From an optimization exercise on the open Yosys and OpenROAD flow, aimed at small area; shortcuts taken in it are not production practice. Function was checked by simulation only, so behaviour that the tests miss may differ from the original. Power is estimated from default activity; no workload was simulated.

<file path="flow/design.v">
module Keyboard_Driver
(
	input					clk_in,
	input					rst_n_in,
	input					key_clk,
	input					key_data,
	output	reg		[2:0]   key_ctrl
);
reg key_clk_r0, key_clk_r1;
reg key_data_r0, key_data_r1;
always @(posedge clk_in or negedge rst_n_in) begin
	if (!rst_n_in) begin
		key_clk_r0 <= 1'b1;
		key_clk_r1 <= 1'b1;
	end else begin
		key_clk_r0 <= key_clk;
		key_clk_r1 <= key_clk_r0;
	end
end
always @(posedge clk_in) begin
	key_data_r0 <= key_data;
	key_data_r1 <= key_data_r0;
end
wire key_clk_neg = key_clk_r1 & ~key_clk_r0;
reg [3:0] cnt;
always @(posedge clk_in or negedge rst_n_in) begin
	if (!rst_n_in) cnt <= 4'd0;
	else if (cnt == 4'd11) cnt <= 4'd0;
	else if (key_clk_neg) cnt <= cnt + 4'd1;
end
reg [7:0] temp_data;
always @(posedge clk_in) begin
	if (key_clk_neg && cnt >= 4'd1 && cnt <= 4'd8)
		temp_data <= {key_data_r1, temp_data[7:1]};
end
reg key_break;
always @(posedge clk_in or negedge rst_n_in) begin
	if (!rst_n_in) begin
		key_break <= 1'b0;
		key_ctrl <= 3'd0;
	end else if (cnt == 4'd11) begin
		if (temp_data == 8'hf0) key_break <= 1'b1;
		else if (!key_break) begin
			case (temp_data)
				8'h1d: key_ctrl <= 3'd1;
				8'h1b: key_ctrl <= 3'd2;
				8'h1c: key_ctrl <= 3'd3;
				8'h23: key_ctrl <= 3'd4;
				8'h3b: key_ctrl <= 3'd5;
				default: ;
			endcase
		end else key_break <= 1'b0;
	end
end
endmodule
`timescale 1ns / 1ns
module Game_Control (
    input  wire       clk,
    input  wire       rst,
    input  wire [2:0] ctrl,
    output reg [13:0] cnt,
    output wire       tick,
    output reg  [3:0] cur_x,
    output reg  [3:0] cur_y
);
always @(posedge clk, posedge rst) begin
  if (rst) cnt <= 14'd18;
  else cnt <= cnt + 14'd1;
end
assign tick = (cnt == 14'd8209);
always @(posedge clk, posedge rst) begin
  if (rst) begin
    cur_x <= 4'd6;
    cur_y <= 4'd2;
  end else if (tick) begin
    case (ctrl)
      3'd1: cur_y <= (cur_y == 4'd2)  ? 4'd11 : cur_y - 4'd1;
      3'd2: cur_y <= (cur_y == 4'd11) ? 4'd2  : cur_y + 4'd1;
      3'd3: cur_x <= (cur_x == 4'd6)  ? 4'd15 : cur_x - 4'd1;
      3'd4: cur_x <= (cur_x == 4'd15) ? 4'd6  : cur_x + 4'd1;
      default: ;
    endcase
  end
end
endmodule
`timescale 1ns / 1ns
module Vga_Display (
    input  wire        clk,
    input  wire        rst,
    input  wire        flag_player,
    input  wire [2:0]  ctrl,
    input  wire [13:0] cnt,
    input  wire        tick,
    input  wire [3:0]  cur_x,
    input  wire [3:0]  cur_y,
    output wire [11:0] disp_rgb,
    output wire        hsync,
    output wire        vsync
);
function hge(input [4:0] q_, input [5:0] r_, input [9:0] c);
  hge = (q_ > c / 40) || (q_ == c / 40 && r_ >= c % 40);
endfunction
function vge(input [3:0] q_, input [5:0] r_, input [9:0] c);
  vge = (q_ > c / 40) || (q_ == c / 40 && r_ >= c % 40);
endfunction
wire       pix = (cnt[1:0] == 2'b11);
wire [2:0] b   = cnt[4:2];
reg  [2:0] a;
reg  [4:0] q;
reg  [5:0] rv;
reg  [3:0] qv;
wire [5:0] r = {a, b};
wire line_end = pix && q == 5'd20 && a == 3'd2 && b == 3'd3;    
wire seg_end  = pix && ((b == 3'd7 && a == 3'd4) || line_end);   
always @(posedge clk, posedge rst) begin
  if (rst) begin
    a <= 3'd2;
    q <= 5'd0;
  end else if (line_end) q <= 5'd0;
  else if (pix && b == 3'd7) begin
    if (a == 3'd4) begin
      a <= 3'd0;
      q <= q + 5'd1;
    end else a <= a + 3'd1;
  end
end
always @(posedge clk, posedge rst) begin
  if (rst) begin
    qv <= 4'd0;
    rv <= 6'd10;
  end else if (line_end) begin
    if (qv == 4'd13 && rv == 6'd14) begin
      qv <= 4'd0;
      rv <= 6'd10;
    end else if (rv == 6'd39) begin
      rv <= 6'd0;
      qv <= qv + 4'd1;
    end else rv <= rv + 6'd1;
  end
end
reg [99:0] ring_r, ring_g;
reg [3:0]  ph_x, ph_y;
reg        clearing, pend, pc, pocc;
always @(posedge clk, posedge rst) begin
  if (rst) begin
    ph_x <= 4'd6;
    ph_y <= 4'd2;
  end else if (ph_x == 4'd15) begin
    ph_x <= 4'd6;
    ph_y <= (ph_y == 4'd11) ? 4'd2 : ph_y + 4'd1;
  end else ph_x <= ph_x + 4'd1;
end
wire at_cur = (ph_x == cur_x) && (ph_y == cur_y);    
wire r0 = ring_r[0];
wire g0 = ring_g[0];
always @(posedge clk) begin
  ring_r <= {~clearing & (at_cur ? (pend ? pc  : (r0 | ~g0)) : (r0 & ~g0)), ring_r[99:1]};
  ring_g <= {~clearing & (at_cur ? (pend ? ~pc : (g0 | ~r0)) : (g0 & ~r0)), ring_g[99:1]};
end
wire is_move = (ctrl != 3'd0) && (ctrl != 3'd5);
wire place   = tick && ctrl == 3'd5 && !pocc;
always @(posedge clk, posedge rst) begin
  if (rst) begin
    clearing <= 1'b1;
    pend <= 1'b0;
    pocc <= 1'b1;
  end else begin
    clearing <= clearing & ~cnt[7];
    if (place) pend <= 1'b1;
    else if (at_cur) pend <= 1'b0;
    if (tick && is_move) pocc <= 1'b1;
    else if (at_cur) pocc <= (r0 ^ g0) | pend;
  end
end
always @(posedge clk) begin
  if (place) pc <= flag_player;
end
wire ar_a = (ring_r[0] & ring_r[1] & ring_r[2] & ring_r[3] & ring_r[4]),     ag_a = (ring_g[0] & ring_g[1] & ring_g[2] & ring_g[3] & ring_g[4]);
wire nr_a = ~(ring_r[0] | ring_r[1] | ring_r[2] | ring_r[3] | ring_r[4]),     ng_a = ~(ring_g[0] | ring_g[1] | ring_g[2] | ring_g[3] | ring_g[4]);
wire ar_b = (ring_r[0] & ring_r[10] & ring_r[20] & ring_r[30] & ring_r[40]), ag_b = (ring_g[0] & ring_g[10] & ring_g[20] & ring_g[30] & ring_g[40]);
wire nr_b = ~(ring_r[0] | ring_r[10] | ring_r[20] | ring_r[30] | ring_r[40]), ng_b = ~(ring_g[0] | ring_g[10] | ring_g[20] | ring_g[30] | ring_g[40]);
wire ar_c = (ring_r[0] & ring_r[11] & ring_r[22] & ring_r[33] & ring_r[44]), ag_c = (ring_g[0] & ring_g[11] & ring_g[22] & ring_g[33] & ring_g[44]);
wire nr_c = ~(ring_r[0] | ring_r[11] | ring_r[22] | ring_r[33] | ring_r[44]), ng_c = ~(ring_g[0] | ring_g[11] | ring_g[22] | ring_g[33] | ring_g[44]);
wire ar_d = (ring_r[0] & ring_r[9] & ring_r[18] & ring_r[27] & ring_r[36]),  ag_d = (ring_g[0] & ring_g[9] & ring_g[18] & ring_g[27] & ring_g[36]);
wire nr_d = ~(ring_r[0] | ring_r[9] | ring_r[18] | ring_r[27] | ring_r[36]),  ng_d = ~(ring_g[0] | ring_g[9] | ring_g[18] | ring_g[27] | ring_g[36]);
wire       tw    = (q >= 5'd15);
wire [4:0] q1    = q + 5'd1;
wire [4:0] q9    = q - 5'd9;
wire [3:0] cap_x = tw ? q9[3:0] : q1[3:0];
wire [3:0] cap_y = tw ? qv + 4'd1 : qv;
wire       cap   = (ph_x == cap_x) && (ph_y == cap_y);
wire ga = (ph_x <= 4'd11) & ~tw;                
wire gb = (ph_y <= 4'd7);                       
wire gc = ga & gb;
wire gd = (ph_x >= 4'd10) & gb & ~tw;           
wire pr_a = ar_a & ng_a, pg_a = ag_a & nr_a;
wire pr_b = ar_b & ng_b, pg_b = ag_b & nr_b;
wire pr_c = ar_c & ng_c, pg_c = ag_c & nr_c;
wire pr_d = ar_d & ng_d, pg_d = ag_d & nr_d;
wire w_red = (ga & (ar_a | pg_a)) | (gb & (ar_b | pg_b)) | (gc & (ar_c | pg_c)) | (gd & (ar_d | pg_d));
wire w_grn = (ga & (pr_a | ag_a)) | (gb & (pr_b | ag_b)) | (gc & (pr_c | ag_c)) | (gd & (pr_d | ag_d));
wire mark = r0 & g0;
wire c_wr = (pend & ~pc) ? w_grn : w_red;
wire c_wg = (pend & pc)  ? w_red : w_grn;
wire c_r  = (pend & mark) ? pc  : r0;
wire c_g  = (pend & mark) ? ~pc : g0;
reg n_wr, n_wg, n_r, n_g;
reg u_wr, u_wg, u_r, u_g;
wire s_wr = cap ? c_wr : n_wr;
wire s_wg = cap ? c_wg : n_wg;
wire s_r  = cap ? c_r  : n_r;
wire s_g  = cap ? c_g  : n_g;
wire t_wr = seg_end ? n_wr : u_wr;
wire t_wg = seg_end ? n_wg : u_wg;
wire t_r  = seg_end ? n_r  : u_r;
wire t_g  = seg_end ? n_g  : u_g;
always @(posedge clk) begin
  if (place) begin
    n_wr <= flag_player ? s_wr : s_wg;
    n_wg <= flag_player ? s_wr : s_wg;
    n_r  <= (s_r & s_g) ? flag_player  : s_r;
    n_g  <= (s_r & s_g) ? ~flag_player : s_g;
    u_wr <= flag_player ? t_wr : t_wg;
    u_wg <= flag_player ? t_wr : t_wg;
    u_r  <= (t_r & t_g) ? flag_player  : t_r;
    u_g  <= (t_r & t_g) ? ~flag_player : t_g;
  end else begin
    n_wr <= s_wr;
    n_wg <= s_wg;
    n_r  <= s_r;
    n_g  <= s_g;
    u_wr <= t_wr;
    u_wg <= t_wg;
    u_r  <= t_r;
    u_g  <= t_g;
  end
end
wire normal  = (q >= 5'd6) && (q <= 5'd15) && (qv >= 4'd2) && (qv <= 4'd11);
wire weirdok = (q >= 5'd16) && (qv >= 4'd2) && (qv <= 4'd7);
wire u_w     = u_wr & u_wg & ~(u_r & u_g);
wire wscan   = (normal | weirdok) & u_w;
reg flag_over;
wire fo_new = flag_over | wscan;
wire [5:0] adx = (r  >= 6'd20) ? r  - 6'd20 : 6'd20 - r;
wire [5:0] ady = (rv >= 6'd20) ? rv - 6'd20 : 6'd20 - rv;
reg  [4:0] lim;
always @* begin
  case (ady[4:0])
    5'd0: lim = 5'd20;
    5'd1: lim = 5'd19;
    5'd2: lim = 5'd19;
    5'd3: lim = 5'd19;
    5'd4: lim = 5'd19;
    5'd5: lim = 5'd19;
    5'd6: lim = 5'd19;
    5'd7: lim = 5'd18;
    5'd8: lim = 5'd18;
    5'd9: lim = 5'd17;
    5'd10: lim = 5'd17;
    5'd11: lim = 5'd16;
    5'd12: lim = 5'd16;
    5'd13: lim = 5'd15;
    5'd14: lim = 5'd14;
    5'd15: lim = 5'd13;
    5'd16: lim = 5'd12;
    5'd17: lim = 5'd10;
    5'd18: lim = 5'd8;
    5'd19: lim = 5'd6;
    5'd20: lim = 5'd0;
    default: lim = 5'd0;
  endcase
end
wire incirc = (adx <= {1'b0, lim});
wire [4:0] cur_x1 = {1'b0, cur_x} + 5'd1;
wire cursor = (qv == cur_y && q == {1'b0, cur_x} && incirc)
            | (qv == cur_y && q == cur_x1 && r == 6'd0 && rv == 6'd20)
            | (qv == cur_y + 4'd1 && q == {1'b0, cur_x} && r == 6'd20 && rv == 6'd0);
wire stone = normal & incirc & (u_r ^ u_g);
wire line_v = ~hge(q, r, 221) | hge(q, r, 660) | (r == 6'd20 && q >= 5'd6 && q <= 5'd15);
wire line_h = ~vge(qv, rv, 61) | vge(qv, rv, 500) | (rv == 6'd20 && qv >= 4'd2 && qv <= 4'd11);
wire white  = ~line_v & ~line_h & ~cursor;
wire b_r = white & (~stone | ~u_g);
wire b_g = white & (~stone | ~u_r);
wire go = (((hge(q, r, 260) && !hge(q, r, (280) + 1)) || (hge(q, r, 320) && !hge(q, r, (340) + 1)) || (hge(q, r, 380) && !hge(q, r, (400) + 1)) || (hge(q, r, 440) && !hge(q, r, (460) + 1))
            || (hge(q, r, 500) && !hge(q, r, (520) + 1)) || (hge(q, r, 580) && !hge(q, r, (600) + 1))) && (vge(qv, rv, 210) && !vge(qv, rv, (370) + 1)))
       || ((hge(q, r, 280) && !hge(q, r, (400) + 1)) && (vge(qv, rv, 350) && !vge(qv, rv, (370) + 1)))
       || ((hge(q, r, 520) && !hge(q, r, (580) + 1)) && (vge(qv, rv, 210) && !vge(qv, rv, (230) + 1)));
reg s1_r, s1_g, d_r, d_g;
always @(posedge clk, posedge rst) begin
  if (rst) flag_over <= 1'b0;
  else if (pix) flag_over <= fo_new;
end
always @(posedge clk) begin
  if (pix) begin
    s1_r <= fo_new ? (go & flag_player)  : b_r;
    s1_g <= fo_new ? (go & ~flag_player) : b_g;
    d_r  <= s1_r;
    d_g  <= s1_g;
  end
end
wire act = (hge(q, r, 163) && !hge(q, r, (802) + 1)) && (vge(qv, rv, 45) && !vge(qv, rv, (523) + 1));
assign disp_rgb = act ? {{4{d_r}}, {4{d_g}}, {4{d_r & d_g}}} : 12'd0;
assign hsync = hge(q, r, 116);
assign vsync = vge(qv, rv, 12);
endmodule
`timescale 1ns / 1ns
module Top_Module (
    input wire clk,
    input wire rst,
    input wire key_clk,
    input wire key_data,
    input wire flag_player,
    output wire [11:0]disp_rgb,
    output wire hsync,
    output wire vsync
);
wire [2:0]  ctrl;
wire [13:0] cnt;
wire        tick;
wire [3:0]  cur_x, cur_y;
Keyboard_Driver keyboard_Driver(
    .clk_in   (clk),
    .rst_n_in (~rst),
    .key_clk  (key_clk),
    .key_data (key_data),
    .key_ctrl (ctrl)
);
Game_Control game_control(
    .clk   (clk),
    .rst   (rst),
    .ctrl  (ctrl),
    .cnt   (cnt),
    .tick  (tick),
    .cur_x (cur_x),
    .cur_y (cur_y)
);
Vga_Display vga_display(
    .clk         (clk),
    .rst         (rst),
    .flag_player (flag_player),
    .ctrl        (ctrl),
    .cnt         (cnt),
    .tick        (tick),
    .cur_x       (cur_x),
    .cur_y       (cur_y),
    .disp_rgb    (disp_rgb),
    .hsync       (hsync),
    .vsync       (vsync)
);
endmodule
</file>
<file path="flow/flow/run.sh">
#!/bin/bash
# Layout flow: the standard synthesis, its combinational logic re-mapped for
# area by ABC (flip-flops untouched; several random seeds, the smallest
# result kept), then the standard layout steps with a smaller clock tree.
set -euo pipefail
W=$(pwd)
R=$W/orfs/results/$FLOW_PLATFORM/Top_Module/base
LIB=$FLOW_HOME/platforms/$FLOW_PLATFORM/lib/sky130_fd_sc_hd__tt_025C_1v80.lib

bash standard.sh synth > $W/std_synth.log 2>&1
cp $R/1_2_yosys.v $W/std_1_2_yosys.v

best=""
best_area=""
for seed in 1 3 5 7; do
  sed -e "s#@IN@#$W/std_1_2_yosys.v#" -e "s#@OUT@#$W/reopt_$seed.v#" \
      -e "s#@LIB@#$LIB#g" -e "s#@TOP@#$FLOW_TOP#" -e "s#@SEED@#$seed#" \
      $W/flow/reopt.ys > $W/reopt_$seed.ys
  yosys -s $W/reopt_$seed.ys > $W/reopt_$seed.log 2>&1 &
done
wait
for seed in 1 3 5 7; do
  a=$(grep "Chip area" $W/reopt_$seed.log | tail -1 | awk '{print $NF}')
  if [ -n "$a" ] && { [ -z "$best_area" ] || awk "BEGIN{exit !($a < $best_area)}"; }; then
    best=$seed
    best_area=$a
  fi
done
echo "kept seed $best, area $best_area" > $W/reopt_choice.log
cp $W/reopt_$best.v $R/1_2_yosys.v
touch $R/1_2_yosys.v

# clock tree: clusters of at most 10 flip-flops on clkbuf_4, no dummy loads;
# ports buffered with the smallest buffer
export CTS_ARGS="-sink_clustering_enable -repair_clock_nets -buf_list sky130_fd_sc_hd__clkbuf_4 -sink_clustering_size 10 -sink_clustering_max_diameter 40 -dont_use_dummy_load"
export BUFFER_PORTS_ARGS="-buffer_cell sky130_fd_sc_hd__buf_1"
bash standard.sh finish > $W/std_layout.log 2>&1
</file>
<file path="flow/flow/reopt.ys">
# Re-map the combinational logic of the standard synthesis for area.
# The flip-flops of the standard synthesis are kept as they are (same
# instances, names and cell types); only the gates between them change.
read_liberty -ignore_miss_func @LIB@
blackbox sky130_fd_sc_hd__df* sky130_fd_sc_hd__edf* sky130_fd_sc_hd__sdf* sky130_fd_sc_hd__dl* sky130_fd_sc_hd__sedf* sky130_fd_sc_hd__lpflow_inputisolatch_1
read_verilog @IN@
hierarchy -top @TOP@
flatten
delete t:$scopeinfo
opt_clean
opt -full
abc -liberty @LIB@ -dont_use *lpflow* -dont_use *probe* -script "+strash;&get -n;&deepsyn -T 90 -S @SEED@;&put;dch -f;amap;topo"
opt_clean -purge
setundef -zero
hilomap -singleton -hicell sky130_fd_sc_hd__conb_1 HI -locell sky130_fd_sc_hd__conb_1 LO
splitnets
opt_clean -purge
stat -liberty @LIB@
write_verilog -noattr -nohex -nodec @OUT@
</file>
<file path="flow/standard.sh">
#!/bin/bash
# synth_recipe.tcl (not shown) runs the flow's synth.tcl, then flattens the netlist and writes it again
# the make line also repeats each setting of config.mk as NAME=value (left out here)
make -C /OpenROAD-flow-scripts/flow DESIGN_CONFIG=/design/flow/config.mk WORK_HOME=/design/flow/orfs CLKGATE_MAP_FILE= SYNTH_SCRIPT=/design/flow/synth_recipe.tcl "${@:-finish}"
</file>
<file path="flow/config.mk">
export PLATFORM = sky130hd
export DESIGN_NAME = Top_Module
export DESIGN_NICKNAME = Top_Module
export VERILOG_FILES = /design/flow/design.v
export SDC_FILE = /design/flow/constraint.sdc
export NUM_CORES = 8
export LEC_CHECK = 0
export ABC_AREA = 1
export CAP_MARGIN = 20
export CORE_MARGIN = 2
export CORE_UTILIZATION = 40
export CTS_BUF_LIST = sky130_fd_sc_hd__clkbuf_4
export SLEW_MARGIN = 20
</file>
<file path="flow/constraint.sdc">
create_clock -name core_clock -period 25.0 [get_ports {clk}]
set_input_delay 5.0000 -clock core_clock [delete_from_list [all_inputs] [get_ports {clk}]]
set_output_delay 5.0000 -clock core_clock [all_outputs]
set_load 0.01 [all_outputs]
</file>
==> results of run 1 <==
power by group through the flow:
stage / clock, mW / sequential [mW] / combinational, mW
final: 0.203 / 0.470 / 0.0152
after floorplan: 0 / 0.479 / 0.0118
after global routing: 0.233 / 0.472 / 0.0180
after CTS: 0.216 / 0.470 / 0.0150
after detailed placement: 0 / 0.480 / 0.0149
after global placement: 0 / 0.480 / 0.0146
worst max path at each step:
| stage | endpoint | depth (start not counted) | slack, ns |
|---|---|---|---|
| 4_1_cts | disp_rgb[2] | 10 | 16.91 |
| 3_3_place_gp | disp_rgb[0] | 10 | 17.58 |
| 6_report | disp_rgb[2] | 10 | 16.93 |
| 2_1_floorplan | disp_rgb[0] | 9 | 17.16 |
| 3_5_place_dp | disp_rgb[2] | 10 | 17.54 |
| 5_1_grt | disp_rgb[2] | 10 | 16.50 |
area by class of cell:
cell class	count	share of cell area, %
clock buffer	39	3.06
inverter	96	3.77
multi-input combinational	428	24.3
sequential	285	64.5
tap	280	3.66
timing repair buffer	19	0.785
stage by stage:
step	cells	setup slack, ns
3_3_place_gp	1108	17.58
5_1_grt	1147	16.50
2_1_floorplan	809	17.16
6_report	1147	16.93
4_1_cts	1147	16.91
3_5_place_dp	1108	17.54
routing by layer:
layer | part of all wire [%] | wire length, um | vias up | global-route usage, %
met2 | 44 | 6940 | 156 | 20.9
met3 | 5.2 | 820 | 39 | 3.30
li1 | - | - | 2952 | -
met5 | 0 | 0 | - | 0
met4 | 2.3 | 363 | 0 | 4.94
met1 | 49 | 7800 | 2755 | 19.6
layout by cell type (no fill, tap or decap), types with 4 or more instances in the layout:
| cell | instances |
|---|---|
| a2111oi_0 | 5 |
| a211oi_1 | 5 |
| a21oi_1 | 41 |
| a221oi_1 | 6 |
| a22oi_1 | 7 |
| a31oi_1 | 7 |
| buf_1 | 18 |
| clkbuf_4 | 39 |
| clkinv_1 | 95 |
| dfrtp_1 | 47 |
| dfstp_2 | 15 |
| dfxtp_1 | 210 |
| edfxtp_1 | 13 |
| nand2_1 | 45 |
| nand3_1 | 16 |
| nand4_1 | 10 |
| nor2_1 | 113 |
| nor2b_1 | 4 |
| nor3_1 | 22 |
| o21a_1 | 14 |
| o21ai_0 | 35 |
| o22ai_1 | 30 |
| o32ai_1 | 4 |
| or2_0 | 4 |
| or3_1 | 10 |
| or4_1 | 8 |
state kept, by name, indices dropped and copies added, names as in the netlist, 3 cells and up:
| signal | flops |
|---|---|
| vga_display.q | 5 |
| vga_display.ring_r | 100 |
| game_control.cur_y | 4 |
| game_control.cnt | 14 |
| vga_display.ring_g | 100 |
| keyboard_Driver.key_ctrl | 3 |
| keyboard_Driver.temp_data | 8 |
| vga_display.a | 3 |
| vga_display.ph_x | 4 |
| vga_display.rv | 6 |
| vga_display.ph_y | 4 |
| keyboard_Driver.cnt | 4 |
| game_control.cur_x | 4 |
| vga_display.qv | 4 |
worst max-delay path, delay by kind of cell, from the launching register on:
kind	cells	cell delay, ns
buffers and inverters	2	0.30
AOI/OAI and AO/OA	2	0.45
and+or+nand+nor	6	1.28
DFF	1	0.46
==> results.yml, run 1 <==
finish:
  finalNetCount: 874
  multi_input_area_um2: 2320
  syn_to_final_growth_pct: 8.18
  fillers: 2060
  drive_gt1_share_pct: 6.57
  regArea_um2: 6160
  final_area_um2: 9560
  fin_util_pct: 44.0
  antenna_cells: 0
setup_path:
  r2r_cells: 12
  r2r-start: "vga_display.a[1]"
  worst-r2r-setup-slack_ns: 21.02
  critical_path_class: "reg -> out"
  cp-start-kind: "flop"
  arrival_ns: 3.07
  end_kind: "output port"
  cp_cell_sequence: "nor2_1 -> clkinv_1 -> nor2_1 -> nand2_1 -> o41ai_1 -> a21oi_1 -> or2_0 -> nor2b_1 -> nor2b_1 -> buf_1"
  worstSetupStartpoint: "vga_display.q[3]"
  r2r_end: "vga_display.s1_r"
  slowest_stage: "dfrtp_1"
  path_max_fanout: 8
  slowest_delay_ns: 0.46
  cp.required_ns: 20.00
sta:
  layout_min_cycle_time_ns: 8.07
  max_freq_ghz: 0.124
  period_share_pct: 32.3
  maxSlewViolCount: 0
  setup_violations: 0
  rsz0062_at_grt: "no"
  fin_skew_ns: 0.0984
  finalSetupTns_ns: 0
  timing.hold.ws_ns: 0.283
  slew_headroom_pct: 46.8
  hold_viol: 0
  worst_pin_slew_ns: 0.798
yosys:
  syn-num-nets: 814
  syn_area_um2: 8840
  synthCells: 809
  syn_avg_cell_area_um2: 10.9
  yosys_warnings: 3
cts:
  cts_setup_buffers: 0
  cts_buffers: 39
  h-tree-depth: 2
  cts_resized: 0
  clk_latency_ns: 0.64
  cts_root_buf: "clkbuf_4"
  cts.sinks: 285
  cts_hold_buf: 0
  cts_buffer_depth: 3
  cts_tree: "built"
  clk_pin_slew_ns: 0.10
pwr:
  p_clk_share_pct: 29.5
  p_leak_nw: 3.72
  pwr-share-comb_pct: 2.2
  ir_worst_vdd_mv: 0.0367
  seqPwrFrac_pct: 68.3
  p_sw_uw: 147
  power_uw: 689
  swShare_pct: 21.3
  p_per_area_nw_per_um2: 72.0
  internal_power_uw: 542
place:
  dpl_cell_area_um2: 9270
  numPortBuffers: 18
  place_hpwl_um: 11000
  finalWeightedCongestion: 0.923
global_routing:
  grt_pass1_wl_um: 27100
  first_global_vias: 5631
  gr-usage-all-layers_pct: 13.9
  grt_max_degree: 63
  grt_antenna_before_repair: 0
  grt_remaining_overflow: 0
flow_run:
  cap_violations: 0
worst_hold_path:
  timing.hold.worst_endpoint: "vga_display.ring_r[6]"
  hold_class: "reg -> reg"
  hold_start: "vga_display.ring_r[7]"
  min_path_cells: 0
route:
  via_count: 5902
  drc: 0
  wl_per_cell_um: 13.9
  ant_nets: 0
  drt-total-wl_um: 15900
  drtIter0Drc: 354
  vias_per_cell: 5.15
  firstDrtPassIters: 8
run_status:
  outcome: "finished clean"
die:
  ios: 19
  placementRows: 54
  start_util_pct: 40.6
  coreArea_um2: 21800
  dieHeight_um: 153
  die_w_um: 153
  dieArea_um2: 23300
==> inputs of run 2 (changes only) <==
--- a/flow/design.v
+++ b/flow/design.v
@@ -7,30 +7,22 @@
 	output	reg		[2:0]   key_ctrl
 );
-reg key_clk_r0, key_clk_r1;
-reg key_data_r0, key_data_r1;
+reg key_clk_r0;
+reg key_data_r0;
 always @(posedge clk_in or negedge rst_n_in) begin
-	if (!rst_n_in) begin
-		key_clk_r0 <= 1'b1;
-		key_clk_r1 <= 1'b1;
-	end else begin
-		key_clk_r0 <= key_clk;
-		key_clk_r1 <= key_clk_r0;
-	end
+	if (!rst_n_in) key_clk_r0 <= 1'b1;
+	else key_clk_r0 <= key_clk;
 end
-always @(posedge clk_in) begin
-	key_data_r0 <= key_data;
-	key_data_r1 <= key_data_r0;
-end
-wire key_clk_neg = key_clk_r1 & ~key_clk_r0;
+always @(posedge clk_in) key_data_r0 <= key_data;
+wire key_clk_neg = key_clk_r0 & ~key_clk;
 reg [3:0] cnt;
 always @(posedge clk_in or negedge rst_n_in) begin
 	if (!rst_n_in) cnt <= 4'd0;
-	else if (cnt == 4'd11) cnt <= 4'd0;
-	else if (key_clk_neg) cnt <= cnt + 4'd1;
+	else if (cnt == 4'd12) cnt <= key_clk_neg ? 4'd1 : 4'd0;
+	else if (cnt == 4'd11 || key_clk_neg) cnt <= cnt + 4'd1;
 end
 reg [7:0] temp_data;
 always @(posedge clk_in) begin
 	if (key_clk_neg && cnt >= 4'd1 && cnt <= 4'd8)
-		temp_data <= {key_data_r1, temp_data[7:1]};
+		temp_data <= {key_data_r0, temp_data[7:1]};
 end
 reg key_break;
@@ -39,5 +31,5 @@
 		key_break <= 1'b0;
 		key_ctrl <= 3'd0;
-	end else if (cnt == 4'd11) begin
+	end else if (cnt == 4'd12) begin
 		if (temp_data == 8'hf0) key_break <= 1'b1;
 		else if (!key_break) begin
@@ -142,9 +134,6 @@
 reg [3:0]  ph_x, ph_y;
 reg        clearing, pend, pc, pocc;
-always @(posedge clk, posedge rst) begin
-  if (rst) begin
-    ph_x <= 4'd6;
-    ph_y <= 4'd2;
-  end else if (ph_x == 4'd15) begin
+always @(posedge clk) begin
+  if (ph_x == 4'd15) begin
     ph_x <= 4'd6;
     ph_y <= (ph_y == 4'd11) ? 4'd2 : ph_y + 4'd1;
@@ -164,14 +153,15 @@
     clearing <= 1'b1;
     pend <= 1'b0;
-    pocc <= 1'b1;
   end else begin
     clearing <= clearing & ~cnt[7];
     if (place) pend <= 1'b1;
     else if (at_cur) pend <= 1'b0;
-    if (tick && is_move) pocc <= 1'b1;
-    else if (at_cur) pocc <= (r0 ^ g0) | pend;
   end
 end
 always @(posedge clk) begin
+  if (tick && is_move) pocc <= 1'b1;
+  else if (at_cur) pocc <= (r0 ^ g0) | pend;
+end
+always @(posedge clk) begin
   if (place) pc <= flag_player;
 end
--- a/flow/flow/run.sh
+++ b/flow/flow/run.sh
@@ -31,7 +31,16 @@
 touch $R/1_2_yosys.v
 
-# clock tree: clusters of at most 10 flip-flops on clkbuf_4, no dummy loads;
-# ports buffered with the smallest buffer
-export CTS_ARGS="-sink_clustering_enable -repair_clock_nets -buf_list sky130_fd_sc_hd__clkbuf_4 -sink_clustering_size 10 -sink_clustering_max_diameter 40 -dont_use_dummy_load"
 export BUFFER_PORTS_ARGS="-buffer_cell sky130_fd_sc_hd__buf_1"
-bash standard.sh finish > $W/std_layout.log 2>&1
+bash standard.sh place > $W/std_place.log 2>&1
+n=0
+for cfg in "12 60" "11 60" "11 50" "10 50" "10 40" "8 30" "6 20"; do
+  set -- $cfg
+  n=$((n + 1))
+  export CTS_ARGS="-sink_clustering_enable -repair_clock_nets -buf_list sky130_fd_sc_hd__clkbuf_4 -sink_clustering_size $1 -sink_clustering_max_diameter $2 -dont_use_dummy_load"
+  rm -f $R/4_* $R/5_* $R/6_* $W/out/final.def
+  bash standard.sh finish > $W/std_layout_$n.log 2>&1
+  LIBF=$LIB RDIR=$R openroad -no_init -exit $W/flow/clkslew.tcl > $W/clkslew_$n.log 2>&1
+  slew=$(grep CLKSLEW $W/clkslew_$n.log | awk '{print $2}')
+  echo "try $n: cluster $1, diameter $2: clock-pin slew $slew ps" >> $W/cts_tries.log
+  if awk "BEGIN{exit !($slew <= 118)}"; then break; fi
+done
==> flow/flow/clkslew.tcl (new file) <==
read_liberty $::env(LIBF)
read_db $::env(RDIR)/6_final.odb
read_sdc $::env(RDIR)/6_final.sdc
read_spef $::env(RDIR)/6_final.spef
set_propagated_clock [all_clocks]
set mx 0
foreach pin [all_registers -clock_pins -edge_triggered] {
  foreach edge {rise fall} {
    foreach analysis {min max} {
      set s [get_property $pin slew_${analysis}_$edge]
      set ps [expr {[sta::time_ui_sta $s] * 1e12}]
      if {$ps > $mx} {set mx $ps}
    }
  }
}
puts "CLKSLEW $mx"
==> results.yml, run 2 <==
place:
  finalWeightedCongestion: 0.861
  dp_slack_ns: 17.61
  numPortBuffers: 18
  dp.cells: 1098
  place_hpwl_um: 10900
  dpl_cell_area_um2: 9170
finish:
  final_common_cell: "dfxtp_1"
  fillers: 2049
  drive_gt1_share_pct: 5.96
  multi_input_area_um2: 2300
  regArea_um2: 6110
  final_cell_mix: "dfxtp_1, nor2_1, clkinv_1"
  instances_no_fill: 1137
  final_area_um2: 9460
  syn_to_final_growth_pct: 8.25
  finalNetCount: 863
  largest_registers: "vga_display.ring_g (100), vga_display.ring_r (100), game_control.cnt (14)"
route:
  drtIter0Drc: 465
  wl_per_cell_um: 14.1
  vias_per_cell: 5.11
  drc: 0
  ant_nets: 0
  wl_met1_um: 7950
  firstDrtPassIters: 5
  drt-total-wl_um: 16000
  via_count: 5810
  dr_wl_met3_um: 1020
  met2_length_um: 6660
  top_layer: "met4"
pwr:
  p_leak_nw: 3.55
  ir_worst_vdd_mv: 0.0437
  power_uw: 695
  p_per_area_nw_per_um2: 73.4
yosys:
  yosys_warnings: 3
  syn_avg_cell_area_um2: 11.0
  syn-num-nets: 803
  synthCells: 798
  syn_area_um2: 8740
cts:
  cts_resized: 0
  h-tree-depth: 2
  clk_pin_slew_ns: 0.09
  cts_setup_buffers: 0
  cts_root_buf: "clkbuf_4"
  cts.sinks: 283
  cts_buffers: 38
  clk_latency_ns: 0.62
  cts_buffer_depth: 3
  cts_hold_buf: 0
  cts_tree: "built"
sta:
  setup_violations: 0
  layout_min_cycle_time_ns: 7.99
  worst_pin_slew_ns: 0.827
  fin_skew_ns: 0.0551
  finalSetupTns_ns: 0
  period_share_pct: 32.0
  hold_viol: 0
  layout_setup_ws_ns: 17.01
  maxSlewViolCount: 0
  rsz0062_at_grt: "no"
  max_freq_ghz: 0.125
  slew_headroom_pct: 44.4
die:
  placementRows: 54
  dieArea_um2: 23100
  ios: 19
  dieHeight_um: 152
  die_w_um: 152
  start_util_pct: 40.4
  coreArea_um2: 21600
setup_path:
  slowest_stage: "dfstp_2"
  critical_path_class: "reg -> out"
  cp.required_ns: 20.00
  arrival_ns: 2.99
  cp-start-kind: "flop"
  cp_cell_sequence: "nor2_1 -> nand2_1 -> nand2_1 -> nor3_1 -> a31oi_1 -> a211o_1 -> nor2b_1 -> nor2b_1 -> buf_1"
  critical_path_buf_inv_count: 1
  end_kind: "output port"
  crit_family: "simple AND/OR/NAND/NOR gates"
  path_max_fanout: 6
  slowest_delay_ns: 0.59
worst_hold_path:
  hold_class: "reg -> reg"
global_routing:
  grt_max_degree: 53
  grt_pass1_wl_um: 26800
  grt_remaining_overflow: 0
  first_global_vias: 5405
  grt_antenna_before_repair: 1
  gr-usage-all-layers_pct: 14.0
flow_run:
  cap_violations: 0
run_status:
  outcome: "finished clean"
run 2: layout make-up:
cell class / count / share of cell area, %
sequential: 283 / 64.6
multi-input combinational: 426 / 24.3
tap: 280 / 3.70
inverter: 89 / 3.53
clock buffer: 38 / 3.02
timing repair buffer: 20 / 0.873
antenna: 1 / 0.0264
run 2: where the power goes:
group	switching, mW	total [mW]	internal (mW)
clock	0.132	0.202	0.0703
sequential	0.00639	0.470	0.464
combinational	0.0136	0.0220	0.00844
run 2: routing by layer:
layer	vias to the layer above	GRT usage [%]
li1	2908	-
met5	-	0
met1	2706	20.8
met2	160	20.2
met3	36	3.31
met4	0	4.90
run 2: worst paths after layout:
kind,from,to,slack (ns),cells past startpoint
max,vga_display.a[1],disp_rgb[0],17.01,9
min,vga_display.ring_g[5],vga_display.ring_g[4],0.32,0
max reg2reg,game_control.cnt[4],game_control.cur_y[3],21.58,12
min reg2reg,vga_display.ring_g[5],vga_display.ring_g[4],0.32,0
max in group asynchronous,rst,vga_display.qv[3],19.93,3
min in group asynchronous,rst,game_control.cur_y[2],4.57,3
run 2: metrics by stage:
stage	utilization, %	hold slack, ns
global placement	42.4	0.310
global route	43.8	0.305
finish	43.8	0.316
CTS	43.8	0.296
floorplan	-	0.310
detailed placement	42.4	0.312
==> inputs of run 3 (changes only) <==
--- a/flow/design.v
+++ b/flow/design.v
@@ -232,34 +232,5 @@
 reg flag_over;
 wire fo_new = flag_over | wscan;
-wire [5:0] adx = (r  >= 6'd20) ? r  - 6'd20 : 6'd20 - r;
-wire [5:0] ady = (rv >= 6'd20) ? rv - 6'd20 : 6'd20 - rv;
-reg  [4:0] lim;
-always @* begin
-  case (ady[4:0])
-    5'd0: lim = 5'd20;
-    5'd1: lim = 5'd19;
-    5'd2: lim = 5'd19;
-    5'd3: lim = 5'd19;
-    5'd4: lim = 5'd19;
-    5'd5: lim = 5'd19;
-    5'd6: lim = 5'd19;
-    5'd7: lim = 5'd18;
-    5'd8: lim = 5'd18;
-    5'd9: lim = 5'd17;
-    5'd10: lim = 5'd17;
-    5'd11: lim = 5'd16;
-    5'd12: lim = 5'd16;
-    5'd13: lim = 5'd15;
-    5'd14: lim = 5'd14;
-    5'd15: lim = 5'd13;
-    5'd16: lim = 5'd12;
-    5'd17: lim = 5'd10;
-    5'd18: lim = 5'd8;
-    5'd19: lim = 5'd6;
-    5'd20: lim = 5'd0;
-    default: lim = 5'd0;
-  endcase
-end
-wire incirc = (adx <= {1'b0, lim});
+wire incirc = (r[3] & rv[4]) | (r[4] & rv[3]) | (r[3] & rv[2] & ~rv[5]) | (~r[3] & r[4] & rv[2]) | (r[2] & ~r[5] & rv[4]) | (r[5] & ~rv[3] & rv[4]) | (r[3] & ~rv[2] & rv[5]) | (~r[2] & r[5] & rv[3]) | (r[2] & ~r[5] & rv[3]) | (~r[3] & r[4] & rv[0]) | (~r[3] & r[4] & rv[1]) | (r[1] & ~rv[3] & rv[4]) | (r[3] & rv[3]) | (r[3] & ~rv[0] & ~rv[1] & rv[2]) | (~r[0] & ~r[1] & r[2] & rv[3]) | (r[0] & ~rv[1] & ~rv[2] & rv[4]) | (~r[3] & r[4] & rv[5]) | (~r[0] & r[1] & ~rv[2] & rv[4]) | (~r[0] & ~r[2] & r[4] & rv[0]) | (~r[2] & r[4] & ~rv[0] & rv[1]) | (r[1] & ~r[2] & rv[2] & rv[3] & ~rv[4]) | (~r[1] & ~r[2] & r[5] & ~rv[2] & rv[5]) | (r[1] & r[2] & r[3] & ~r[4] & rv[1]) | (r[0] & ~rv[3] & rv[4]) | (r[2] & rv[1] & rv[2] & rv[3] & ~rv[4]) | (~r[1] & ~r[2] & r[4] & rv[0]) | (r[0] & ~rv[0] & ~rv[2] & rv[4]) | (~r[1] & r[2] & r[3] & ~rv[1] & rv[5]) | (~r[1] & r[2] & ~rv[1] & rv[2] & rv[3]) | (~r[2] & r[5] & ~rv[1] & ~rv[2] & rv[5]) | (r[1] & r[2] & r[3] & ~r[4] & rv[0]) | (r[2] & r[3] & ~r[4] & rv[1] & ~rv[5]) | (r[2] & ~r[5] & ~rv[0] & ~rv[1] & ~rv[2] & rv[5]) | (~r[2] & r[5] & rv[0] & rv[1] & rv[2] & ~rv[5]) | (r[1] & r[2] & ~r[5] & rv[1] & rv[2] & ~rv[5]) | (r[1] & ~r[2] & r[3] & ~rv[1] & rv[5]) | (~r[1] & r[5] & rv[1] & ~rv[2] & rv[3]) | (r[0] & r[1] & ~r[2] & rv[1] & ~rv[2] & rv[3]) | (~r[0] & ~r[1] & ~r[2] & r[5] & rv[2] & ~rv[5]) | (r[1] & ~r[2] & r[3] & rv[0] & rv[1] & ~rv[2]) | (r[0] & r[1] & r[2] & ~r[5] & ~rv[2] & rv[5]) | (~r[0] & r[1] & ~rv[0] & ~rv[1] & rv[2] & rv[3]) | (~r[0] & ~r[1] & r[2] & r[3] & ~rv[0] & rv[1]) | (~r[1] & r[4] & rv[0] & rv[1] & ~rv[2]) | (r[0] & r[1] & ~r[2] & ~rv[1] & rv[4]) | (r[0] & rv[1] & rv[2] & rv[3] & ~rv[4]) | (r[4] & rv[4]) | (~r[0] & r[4] & ~rv[1] & rv[2]) | (~r[1] & r[2] & ~rv[0] & rv[4]) | (~r[0] & r[5] & rv[2] & rv[3] & ~rv[4]) | (~rv[0] & ~rv[1] & rv[2] & ~rv[3] & rv[4]) | (r[0] & r[1] & ~r[2] & ~rv[0] & rv[4]) | (~r[0] & ~r[1] & r[2] & ~r[3] & r[4]) | (r[2] & r[3] & ~r[4] & ~rv[0] & rv[2]) | (~r[0] & r[4] & rv[0] & rv[1] & ~rv[5]) | (~r[0] & ~r[2] & r[5] & rv[1] & rv[2] & ~rv[5]) | (~r[1] & ~r[2] & r[5] & rv[0] & rv[2] & ~rv[5]) | (~r[0] & ~r[2] & r[5] & ~rv[0] & ~rv[2] & rv[5]) | (r[0] & r[2] & ~r[5] & ~rv[1] & ~rv[2] & rv[5]) | (~r[1] & ~r[2] & r[5] & rv[1] & rv[2] & ~rv[5]) | (r[1] & r[2] & ~r[5] & ~rv[1] & ~rv[2] & rv[5]) | (r[1] & r[2] & ~r[5] & ~rv[0] & ~rv[2] & rv[5]) | (~r[0] & ~r[1] & r[5] & ~rv[0] & ~rv[1] & ~rv[2] & rv[5]) | (~r[0] & ~r[1] & ~r[2] & r[5] & ~rv[0] & ~rv[1] & rv[2]) | (r[0] & r[1] & r[2] & ~r[5] & rv[0] & rv[2] & ~rv[5]) | (r[0] & r[2] & ~r[5] & rv[0] & rv[1] & rv[2] & ~rv[5]);
 wire [4:0] cur_x1 = {1'b0, cur_x} + 5'd1;
 wire cursor = (qv == cur_y && q == {1'b0, cur_x} && incirc)
--- a/flow/flow/run.sh
+++ b/flow/flow/run.sh
@@ -1,5 +1,5 @@
 #!/bin/bash
 # Layout flow: the standard synthesis, its combinational logic re-mapped for
-# area by ABC (flip-flops untouched; several random seeds, the smallest
+# area by ABC (flip-flops untouched; eight random seeds, the smallest
 # result kept), then the standard layout steps with a smaller clock tree.
 set -euo pipefail
@@ -13,5 +13,5 @@
 best=""
 best_area=""
-for seed in 1 3 5 7; do
+for seed in 1 3 5 7 9 11 13 15; do
   sed -e "s#@IN@#$W/std_1_2_yosys.v#" -e "s#@OUT@#$W/reopt_$seed.v#" \
       -e "s#@LIB@#$LIB#g" -e "s#@TOP@#$FLOW_TOP#" -e "s#@SEED@#$seed#" \
@@ -20,5 +20,5 @@
 done
 wait
-for seed in 1 3 5 7; do
+for seed in 1 3 5 7 9 11 13 15; do
   a=$(grep "Chip area" $W/reopt_$seed.log | tail -1 | awk '{print $NF}')
   if [ -n "$a" ] && { [ -z "$best_area" ] || awk "BEGIN{exit !($a < $best_area)}"; }; then
--- a/flow/flow/reopt.ys
+++ b/flow/flow/reopt.ys
@@ -10,5 +10,5 @@
 opt_clean
 opt -full
-abc -liberty @LIB@ -dont_use *lpflow* -dont_use *probe* -script "+strash;&get -n;&deepsyn -T 90 -S @SEED@;&put;dch -f;amap;topo"
+abc -liberty @LIB@ -dont_use *lpflow* -dont_use *probe* -script "+strash;&get -n;&deepsyn -T 60 -S @SEED@;&put;dch -f;amap;topo"
 opt_clean -purge
 setundef -zero
==> results.yml, run 3 <==
global_routing:
  grt_remaining_overflow: 0
  grt_max_degree: 53
  grt_antenna_before_repair: 1
  grt_pass1_wl_um: 26000
  first_global_vias: 5247
  gr-usage-all-layers_pct: 14.1
route:
  drc: 0
  drtIter0Drc: 349
  wl_per_cell_um: 13.8
  firstDrtPassIters: 8
  vias_per_cell: 5.03
  drt-total-wl_um: 15600
  via_count: 5683
  ant_nets: 0
cts:
  cts_tree: "built"
  cts_root_buf: "clkbuf_4"
  cts.sinks: 283
  cts_buffers: 30
  cts_resized: 0
  cts_buffer_depth: 3
  cts_setup_buffers: 0
  clk_pin_slew_ns: 0.11
  cts_hold_buf: 0
  h-tree-depth: 1
  clk_latency_ns: 0.66
place:
  place_hpwl_um: 10800
  dp.cells: 1099
  finalWeightedCongestion: 0.920
  numPortBuffers: 18
die:
  placementRows: 53
  coreArea_um2: 21200
  dieArea_um2: 22900
  ios: 19
  die_w_um: 151
  start_util_pct: 41.1
  dieHeight_um: 151
worst_hold_path:
  min_path_cells: 0
  hold_class: "reg -> reg"
pwr:
  swShare_pct: 21.7
  p_clk_share_pct: 27.2
  internal_power_uw: 526
  p_per_area_nw_per_um2: 72.0
  pwr-share-comb_pct: 2.4
  p_leak_nw: 3.50
  power_uw: 672
  seqPwrFrac_pct: 70.4
  p_sw_uw: 146
  ir_worst_vdd_mv: 0.0455
setup_path:
  arrival_ns: 3.06
  cp.required_ns: 20.00
  end_kind: "output port"
  critical_path_class: "reg -> out"
  r2r_cells: 15
  cp-start-kind: "flop"
  path_max_fanout: 10
run_status:
  outcome: "finished clean"
sta:
  layout_min_cycle_time_ns: 8.06
  max_freq_ghz: 0.124
  worst_pin_slew_ns: 0.716
  timing.hold.ws_ns: 0.321
  finalSetupTns_ns: 0
  setup_violations: 0
  slew_headroom_pct: 52.2
  fin_skew_ns: 0.0255
  hold_viol: 0
  rsz0062_at_grt: "no"
  period_share_pct: 32.3
  maxSlewViolCount: 0
finish:
  final_common_cell: "dfxtp_1"
  instances_no_fill: 1130
  fillers: 1968
  final_cell_mix: "dfxtp_1, nor2_1, clkinv_1"
  largest_registers: "vga_display.ring_g (100), vga_display.ring_r (100), game_control.cnt (14)"
  syn_to_final_growth_pct: 7.44
  regArea_um2: 6110
  drive_gt1_share_pct: 4.92
  finalNetCount: 861
  multi_input_area_um2: 2210
yosys:
  synthCells: 805
  yosys_warnings: 3
  syn-num-nets: 810
  syn_avg_cell_area_um2: 10.8
  syn_area_um2: 8690
flow_run:
  cap_violations: 0
-- run 3: cell types whose count changed in the layout (fill, tap and decap cells not counted), moves of 7 or more --
cell,before,now
nor2_1,125,135
clkinv_1,88,97
nand4_1,4,12
clkbuf_4,38,30
nand3_1,16,9
o221ai_1,9,1
o21a_1,11,2
-- run 3: layout make-up --
type	instances	share of cell area (%)
Antenna cell	1	0.0268
Clock buffer	30	2.41
Sequential cell	283	65.4
Multi-Input combinational cell	424	23.7
Timing Repair Buffer	19	0.804
Tap cell	275	3.68
Inverter	98	3.94
-- run 3: path summary, 6_finish.rpt --
path / start / to / slack [ns]
setup / recovery: vga_display.qv[1] / disp_rgb[7] / 16.94
hold reg to reg: vga_display.ring_r[23] / vga_display.ring_r[22] / 0.32
max in group asynchronous: rst / vga_display.qv[0] / 20.02
setup reg to reg: game_control.cnt[2] / vga_display.qv[3] / 21.40
hold / removal: vga_display.ring_r[23] / vga_display.ring_r[22] / 0.32
min in group asynchronous: rst / keyboard_Driver.cnt[0] / 4.50
-- run 3: per-stage QoR --
stage | area, um^2 | utilization [%] | worst slack (ns)
2_1_floorplan | 8690 | - | 17.70
3_3_place_gp | 9110 | 43.1 | 17.65
3_5_place_dp | 9110 | 43.1 | 17.63
4_1_cts | 9340 | 44.1 | 16.89
5_1_grt | 9340 | 44.1 | 16.46
6_report | 9340 | 44.1 | 16.94
-- run 3: routing by layer --
| metal | global-route usage, % | up-vias | wire, um |
|---|---|---|---|
| li1 | - | 2903 | - |
| met1 | 20.9 | 2605 | 7930 |
| met2 | 20.0 | 138 | 6490 |
| met3 | 2.95 | 37 | 724 |
| met4 | 5.70 | 0 | 489 |
| met5 | 0 | - | 0 |
-- run 3: critical path, stage by stage, from the launching register on --
cell and delay, ns:
dfrtp_1 0.50, nor3_1 0.29, clkinv_1 0.16, o22ai_1 0.24, clkinv_1 0.13, o21a_1 0.20
a31oi_1 0.12, o21ai_0 0.10, a21oi_1 0.19, clkinv_1 0.11, nor2_1 0.19, buf_1 0.19
-- run 3: power by group through the flow --
stage / clock [mW] / combinational (mW) / sequential (mW)
3_5_place_dp: 0 / 0.0167 / 0.483
2_1_floorplan: 0 / 0.0134 / 0.481
6_report: 0.183 / 0.0163 / 0.473
3_3_place_gp: 0 / 0.0164 / 0.483
5_1_grt: 0.210 / 0.0189 / 0.475
4_1_cts: 0.193 / 0.0167 / 0.473
==> inputs of run 4 (changes only) <==
--- a/flow/design.v
+++ b/flow/design.v
@@ -133,5 +133,5 @@
 reg [99:0] ring_r, ring_g;
 reg [3:0]  ph_x, ph_y;
-reg        clearing, pend, pc, pocc;
+reg        clearing, pend, pc;
 always @(posedge clk) begin
   if (ph_x == 4'd15) begin
@@ -143,10 +143,10 @@
 wire r0 = ring_r[0];
 wire g0 = ring_g[0];
+wire taken = r0 ^ g0;
 always @(posedge clk) begin
-  ring_r <= {~clearing & (at_cur ? (pend ? pc  : (r0 | ~g0)) : (r0 & ~g0)), ring_r[99:1]};
-  ring_g <= {~clearing & (at_cur ? (pend ? ~pc : (g0 | ~r0)) : (g0 & ~r0)), ring_g[99:1]};
+  ring_r <= {~clearing & (at_cur ? (taken ? r0 : (pend ? pc  : 1'b1)) : (r0 & ~g0)), ring_r[99:1]};
+  ring_g <= {~clearing & (at_cur ? (taken ? g0 : (pend ? ~pc : 1'b1)) : (g0 & ~r0)), ring_g[99:1]};
 end
-wire is_move = (ctrl != 3'd0) && (ctrl != 3'd5);
-wire place   = tick && ctrl == 3'd5 && !pocc;
+wire place = tick && ctrl == 3'd5;
 always @(posedge clk, posedge rst) begin
   if (rst) begin
@@ -160,8 +160,4 @@
 end
 always @(posedge clk) begin
-  if (tick && is_move) pocc <= 1'b1;
-  else if (at_cur) pocc <= (r0 ^ g0) | pend;
-end
-always @(posedge clk) begin
   if (place) pc <= flag_player;
 end
==> flow/flow/run.sh (replaced) <==
#!/bin/bash
# Layout flow: the standard synthesis, its combinational logic re-mapped for
# area by ABC (flip-flops untouched; sixteen random seeds, the smallest
# result kept), then the standard layout steps with a smaller clock tree.
set -euo pipefail
W=$(pwd)
R=$W/orfs/results/$FLOW_PLATFORM/Top_Module/base
LIB=$FLOW_HOME/platforms/$FLOW_PLATFORM/lib/sky130_fd_sc_hd__tt_025C_1v80.lib

bash standard.sh synth > $W/std_synth.log 2>&1
cp $R/1_2_yosys.v $W/std_1_2_yosys.v

best=""
best_area=""
for batch in "1 3 5 7 9 11 13 15" "2 4 6 8 10 12 14 16"; do
  for seed in $batch; do
    sed -e "s#@IN@#$W/std_1_2_yosys.v#" -e "s#@OUT@#$W/reopt_$seed.v#" \
        -e "s#@LIB@#$LIB#g" -e "s#@TOP@#$FLOW_TOP#" -e "s#@SEED@#$seed#" \
        $W/flow/reopt.ys > $W/reopt_$seed.ys
    yosys -s $W/reopt_$seed.ys > $W/reopt_$seed.log 2>&1 &
  done
  wait
done
for seed in 1 2 3 4 5 6 7 8 9 10 11 12 13 14 15 16; do
  a=$( (grep "Chip area" $W/reopt_$seed.log || true) | tail -1 | awk '{print $NF}')
  if [ -n "$a" ] && { [ -z "$best_area" ] || awk "BEGIN{exit !($a < $best_area)}"; }; then
    best=$seed
    best_area=$a
  fi
done
echo "kept seed $best, area $best_area" > $W/reopt_choice.log
cp $W/reopt_$best.v $R/1_2_yosys.v
touch $R/1_2_yosys.v

export BUFFER_PORTS_ARGS="-buffer_cell sky130_fd_sc_hd__buf_1"
bash standard.sh place > $W/std_place.log 2>&1
n=0
for cfg in "12 60" "11 60" "11 50" "10 50" "10 40" "8 30" "6 20"; do
  set -- $cfg
  n=$((n + 1))
  export CTS_ARGS="-sink_clustering_enable -repair_clock_nets -buf_list sky130_fd_sc_hd__clkbuf_4 -sink_clustering_size $1 -sink_clustering_max_diameter $2 -dont_use_dummy_load"
  rm -f $R/4_* $R/5_* $R/6_* $W/out/final.def
  if ! bash standard.sh finish > $W/std_layout_$n.log 2>&1; then
    echo "try $n: cluster $1, diameter $2: layout failed" >> $W/cts_tries.log
    continue
  fi
  LIBF=$LIB RDIR=$R openroad -no_init -exit $W/flow/clkslew.tcl > $W/clkslew_$n.log 2>&1 || true
  slew=$( (grep CLKSLEW $W/clkslew_$n.log || true) | awk '{print $2}')
  echo "try $n: cluster $1, diameter $2: clock-pin slew $slew ps" >> $W/cts_tries.log
  if [ -n "$slew" ] && awk "BEGIN{exit !($slew <= 118)}"; then break; fi
done
==> results.yml, run 4 <==
sta:
  slew_headroom_pct: 40.2
  max_freq_ghz: 0.123
  setup_violations: 0
  worst_pin_slew_ns: 0.888
  period_share_pct: 32.6
  rsz0062_at_grt: "no"
  maxSlewViolCount: 0
  layout_setup_ws_ns: 16.86
  layout_min_cycle_time_ns: 8.14
  finalSetupTns_ns: 0
  hold_viol: 0
  fin_skew_ns: 0.0751
cts:
  cts_hold_buf: 0
  clk_pin_slew_ns: 0.11
  cts_buffer_depth: 3
  cts_tree: "built"
  h-tree-depth: 1
  cts_setup_buffers: 0
  cts_root_buf: "clkbuf_4"
  clk_latency_ns: 0.68
  cts_buffers: 30
  cts.sinks: 282
  cts_resized: 0
place:
  numPortBuffers: 18
  dp_slack_ns: 17.53
  dp.cells: 1086
  finalWeightedCongestion: 0.916
  place_hpwl_um: 10600
  dpl_cell_area_um2: 9050
global_routing:
  first_global_vias: 5345
  grt_remaining_overflow: 0
  grt_pass1_wl_um: 25700
  met2_usage_pct: 20.7
  use_met1_pct: 20.3
  grt_max_degree: 53
  gr-usage-all-layers_pct: 13.9
  grtUsageMet3_pct: 2.95
  busiest_layer: "met2"
  grt_antenna_before_repair: 3
flow_run:
  cap_violations: 0
finish:
  final_area_um2: 9280
  final_cell_mix: "dfxtp_1, nor2_1, clkinv_1"
  instances_no_fill: 1118
  fillers: 2019
  drive_gt1_share_pct: 5.23
  largest_registers: "vga_display.ring_g (100), vga_display.ring_r (100), game_control.cnt (14)"
  final_common_cell: "dfxtp_1"
  finalNetCount: 848
  syn_to_final_growth_pct: 7.68
yosys:
  syn_area_um2: 8620
  syn_avg_cell_area_um2: 10.9
  syn-num-nets: 796
  synthCells: 791
  yosys_warnings: 3
route:
  wl_per_cell_um: 13.7
  ant_nets: 0
  via_count: 5638
  drtIter0Drc: 326
  drc: 0
  firstDrtPassIters: 5
  vias_per_cell: 5.04
  drt-total-wl_um: 15400
setup_path:
  worstSetupStartpoint: "vga_display.qv[1]"
  path_max_fanout: 7
  r2r-start: "game_control.cnt[9]"
  cp.required_ns: 20.00
  cp-start-kind: "flop"
  critical_path_class: "reg -> out"
  end_kind: "output port"
  arrival_ns: 3.14
die:
  coreArea_um2: 21100
  dieHeight_um: 151
  start_util_pct: 40.9
  ios: 19
  die_w_um: 151
  placementRows: 53
  dieArea_um2: 22700
worst_hold_path:
  hold_class: "reg -> reg"
  hold_start: "vga_display.ring_g[51]"
pwr:
  p_leak_nw: 3.48
  p_per_area_nw_per_um2: 72.0
  ir_worst_vdd_mv: 0.0395
run_status:
  outcome: "finished clean"
## run 4: worst paths after layout
path                            cells after the start                endpoint  slack [ns]
worst max register to register                      9         vga_display.u_r       21.48
worst min register to register                      0  vga_display.ring_g[50]        0.29
worst max-delay path                               11             disp_rgb[1]       16.86
max in group asynchronous                           3     game_control.cnt[3]       19.98
min in group asynchronous                           3        vga_display.pend        4.49
worst min-delay path                                0  vga_display.ring_g[50]        0.29
## run 4: critical path: stages, from the launching register on
cell and delay (ns):
dfrtp_1 0.48, clkinv_1 0.12, nand2_1 0.08, o32ai_1 0.35
clkinv_1 0.17, o21ai_0 0.18, o41ai_1 0.13, a21oi_1 0.13
o21ai_0 0.16, nor2b_1 0.27, nor2b_1 0.25, buf_1 0.18
## run 4: layout make-up
| cell class | count | area (um^2) | share of cell area, % |
|---|---|---|---|
| timing repair buffer | 20 | 82.6 | 0.890 |
| clock buffer | 30 | 225 | 2.43 |
| antenna | 2 | 5.00 | 0.0539 |
| tap | 275 | 344 | 3.71 |
| multi-input combinational | 415 | 2180 | 23.5 |
| sequential | 282 | 6090 | 65.6 |
| inverter | 94 | 353 | 3.80 |
## run 4: report_power, final
group / internal [mW] / switching [mW]
Combinational: 0.00594 / 0.0118
Clock: 0.0550 / 0.128
Sequential: 0.462 / 0.00613
Total: 0.523 / 0.146
## run 4: stage by stage
stage                     hold WS [ns]  total power [mW]  util (%)
final                            0.290             0.668      44.0
after global routing             0.299             0.698      44.0
after CTS                        0.304             0.681      44.0
after detailed placement         0.312             0.495      42.9
after global placement           0.310             0.495      42.9
after floorplan                  0.310             0.490         -
## run 4: metal layers
metal  share of wire (%)  wire (um)  vias up
met3                 6.2        952       30
li1                    -          -     2848
met1                  50       7620     2607
met4                 2.4        363        0
met2                  42       6420      153
met5                   0          0        -
==> inputs of run 5 (changes only) <==
--- a/flow/flow/run.sh
+++ b/flow/flow/run.sh
@@ -1,6 +1,7 @@
 #!/bin/bash
 # Layout flow: the standard synthesis, its combinational logic re-mapped for
-# area by ABC (flip-flops untouched; sixteen random seeds, the smallest
-# result kept), then the standard layout steps with a smaller clock tree.
+# area by ABC (flip-flops untouched; many random seeds, in rounds that start
+# from the smallest result so far), then the standard layout steps with a
+# smaller clock tree.
 set -euo pipefail
 W=$(pwd)
@@ -11,9 +12,11 @@
 cp $R/1_2_yosys.v $W/std_1_2_yosys.v
 
-best=""
+# one batch of eight ABC runs (seeds $2..) on netlist $1; keeps the smallest
+# result so far in best.v / best_area
 best_area=""
-for batch in "1 3 5 7 9 11 13 15" "2 4 6 8 10 12 14 16"; do
-  for seed in $batch; do
-    sed -e "s#@IN@#$W/std_1_2_yosys.v#" -e "s#@OUT@#$W/reopt_$seed.v#" \
+batch() {
+  local seeds="$2" seed a
+  for seed in $seeds; do
+    sed -e "s#@IN@#$1#" -e "s#@OUT@#$W/reopt_$seed.v#" \
         -e "s#@LIB@#$LIB#g" -e "s#@TOP@#$FLOW_TOP#" -e "s#@SEED@#$seed#" \
         $W/flow/reopt.ys > $W/reopt_$seed.ys
@@ -21,14 +24,23 @@
   done
   wait
+  for seed in $seeds; do
+    a=$( (grep "Chip area" $W/reopt_$seed.log || true) | tail -1 | awk '{print $NF}')
+    echo "seed $seed on $(basename $1): ${a:-failed}" >> $W/reopt_choice.log
+    if [ -n "$a" ] && { [ -z "$best_area" ] || awk "BEGIN{exit !($a < $best_area)}"; }; then
+      cp $W/reopt_$seed.v $W/best.v
+      best_area=$a
+    fi
+  done
+}
+# sixteen seeds on the standard synthesis, then four rounds of eight more
+# seeds, each on the smallest netlist so far
+batch $W/std_1_2_yosys.v "1 3 5 7 9 11 13 15"
+batch $W/std_1_2_yosys.v "2 4 6 8 10 12 14 16"
+for round in 2 3 4 5; do
+  cp $W/best.v $W/round_$round.v
+  batch $W/round_$round.v "$((round * 10 + 1)) $((round * 10 + 2)) $((round * 10 + 3)) $((round * 10 + 4)) $((round * 10 + 5)) $((round * 10 + 6)) $((round * 10 + 7)) $((round * 10 + 8))"
 done
-for seed in 1 2 3 4 5 6 7 8 9 10 11 12 13 14 15 16; do
-  a=$( (grep "Chip area" $W/reopt_$seed.log || true) | tail -1 | awk '{print $NF}')
-  if [ -n "$a" ] && { [ -z "$best_area" ] || awk "BEGIN{exit !($a < $best_area)}"; }; then
-    best=$seed
-    best_area=$a
-  fi
-done
-echo "kept seed $best, area $best_area" > $W/reopt_choice.log
-cp $W/reopt_$best.v $R/1_2_yosys.v
+echo "kept area $best_area" >> $W/reopt_choice.log
+cp $W/best.v $R/1_2_yosys.v
 touch $R/1_2_yosys.v
 
--- a/flow/flow/reopt.ys
+++ b/flow/flow/reopt.ys
@@ -10,5 +10,5 @@
 opt_clean
 opt -full
-abc -liberty @LIB@ -dont_use *lpflow* -dont_use *probe* -script "+strash;&get -n;&deepsyn -T 60 -S @SEED@;&put;dch -f;amap;topo"
+abc -liberty @LIB@ -dont_use *lpflow* -dont_use *probe* -script "+strash;&get -n;&deepsyn -J 250 -T 240 -S @SEED@;&put;dch -f;amap;topo"
 opt_clean -purge
 setundef -zero
==> results.yml, run 5 <==
run_status:
  outcome: "finished clean"
global_routing:
  grt_remaining_overflow: 0
  grt_max_degree: 53
  grt_antenna_before_repair: 1
  grt_pass1_wl_um: 26200
  first_global_vias: 5332
  gr-usage-all-layers_pct: 14.5
route:
  ant_nets: 0
  wl_per_cell_um: 13.9
  vias_per_cell: 5.00
  firstDrtPassIters: 5
  drtIter0Drc: 407
  drt-total-wl_um: 15500
  via_count: 5600
  drc: 0
pwr:
  p_per_area_nw_per_um2: 73.9
  ir_worst_vdd_mv: 0.0392
  p_leak_nw: 3.41
  power_uw: 686
finish:
  syn_to_final_growth_pct: 8.06
  fin_util_pct: 44.1
  final_area_um2: 9280
  fillers: 2001
  regArea_um2: 6090
  instances_no_fill: 1119
  largest_registers: "vga_display.ring_g (100), vga_display.ring_r (100), game_control.cnt (14)"
  final_common_cell: "dfxtp_1"
  finalNetCount: 850
  final_cell_mix: "dfxtp_1, nor2_1, clkinv_1"
  multi_input_area_um2: 2150
  drive_gt1_share_pct: 5.69
yosys:
  synthCells: 788
  syn_avg_cell_area_um2: 10.9
  syn-num-nets: 793
  yosys_warnings: 3
  syn_area_um2: 8590
place:
  place_hpwl_um: 10600
  numPortBuffers: 18
  dp_slack_ns: 17.56
  finalWeightedCongestion: 0.910
  dp.cells: 1082
  dpl_cell_area_um2: 9010
flow_run:
  cap_violations: 0
setup_path:
  cp.required_ns: 20.00
  cp_cell_sequence: "clkinv_1 -> nand2_1 -> nor2_1 -> nand2_1 -> nor2_1 -> a21oi_1 -> o21ai_0 -> a31oi_1 -> o21ai_0 -> nor2b_1 -> nor2b_1 -> buf_1"
  slowest_delay_ns: 0.57
  crit_family: "simple AND/OR/NAND/NOR gates"
  arrival_ns: 3.12
  cp-start-kind: "flop"
  end_kind: "output port"
  critical_path_class: "reg -> out"
  critical_path_buf_inv_count: 2
  slowest_stage: "dfstp_2"
  path_max_fanout: 6
die:
  dieArea_um2: 22700
  die_w_um: 151
  dieHeight_um: 151
  start_util_pct: 40.9
  ios: 19
  placementRows: 53
  coreArea_um2: 21000
sta:
  layout_min_cycle_time_ns: 8.12
  period_share_pct: 32.5
  rsz0062_at_grt: "no"
  layout_setup_ws_ns: 16.88
  timing.hold.ws_ns: 0.277
  maxSlewViolCount: 0
  setup_violations: 0
  fin_skew_ns: 0.0553
  slew_headroom_pct: 46.9
  hold_viol: 0
  finalSetupTns_ns: 0
  max_freq_ghz: 0.123
  worst_pin_slew_ns: 0.789
cts:
  clk_pin_slew_ns: 0.10
  cts_tree: "built"
  cts_setup_buffers: 0
  h-tree-depth: 2
  cts_buffers: 36
  cts_root_buf: "clkbuf_4"
  cts_buffer_depth: 3
  cts_resized: 0
  cts.sinks: 282
  cts_hold_buf: 0
  clk_latency_ns: 0.62
worst_hold_path:
  hold_class: "reg -> reg"
-- run 5: metal layers --
metal  wire (um)  global-route usage [%]  part of all wire, %
met5           0                       0                    0
met4         413                    5.94                  2.7
met3         847                    3.30                  5.5
met2        6430                    21.3                   41
met1        7840                    20.8                   50
-- run 5: final timing paths --
check                                       start                endpoint  slack (ns)  cells after the start
min in group asynchronous                     rst   game_control.cur_y[2]        4.54                      3
hold / removal             vga_display.ring_g[90]  vga_display.ring_g[89]        0.28                      0
setup / recovery                 vga_display.a[1]             disp_rgb[1]       16.88                     12
max in group asynchronous                     rst       vga_display.qv[0]       19.98                      3
setup reg to reg              game_control.cnt[4]         vga_display.u_r       21.47                      9
hold reg to reg            vga_display.ring_g[90]  vga_display.ring_g[89]        0.28                      0
-- run 5: cell type report --
cell class                      count  share of cell area, %
Sequential cell                   282                   65.6
Multi-Input combinational cell    413                   23.2
Inverter                           93                   3.76
Tap cell                          275                   3.71
Clock buffer                       36                   2.91
Timing Repair Buffer               19                  0.809
Antenna cell                        1                 0.0270
-- run 5: power breakdown --
part	internal (mW)	switching (mW)
clock network	0.0668	0.133
logic	0.00680	0.0110
registers	0.462	0.00624
total	0.536	0.150
-- run 5: worst reg2reg max path: stages, from the launching register on --
cell	delay (ns)
dfstp_2	0.59
clkinv_1	0.20
or4_1	0.55
or4_1	0.49
nor4_1	0.63
clkinv_1	0.25
nor2_1	0.29
clkinv_1	0.18
o22ai_1	0.18
a21oi_1	0.05

afterwards: timing with drivers on the ports:
Ports are ideal in the flow. The routed layouts listed here were re-timed in OpenROAD. Step 1 (the two cells are an assumption about what drives the block):
set clk [get_ports {clk}]
set_driving_cell -lib_cell sky130_fd_sc_hd__clkbuf_16 $clk
set_driving_cell -lib_cell sky130_fd_sc_hd__buf_2 [delete_from_list [all_inputs] $clk]
Step 2 adds t to the input delays and takes it off the output delays; t is the mean of the earliest and latest rising clock arrival at the registers after step 1. Input paths then give back, and output paths get back, about the clock's delay inside the block. Three values: ideal, step 1, step 2; two values: the first two.
| run | t (ns) | setup WS [ns] | worst setup path at the end | slew at the worst register clock pin (ns) |
|---|---|---|---|---|
| run 1 | 0.633 | 16.929 / 16.890 / 17.523 | register to output | 0.10 / 0.10 |
| run 2 | 0.635 | 17.007 / 16.966 / 17.601 | register to output | 0.10 / 0.10 |
| run 3 | 0.684 | 16.936 / 16.900 / 17.584 | register to output | 0.12 / 0.12 |
| run 4 | 0.685 | 16.860 / 16.818 / 17.503 | register to output | 0.12 / 0.12 |
| run 5 | 0.629 | 16.876 / 16.840 / 17.469 | register to output | 0.11 / 0.11 |
After both steps every run listed still meets setup and hold.
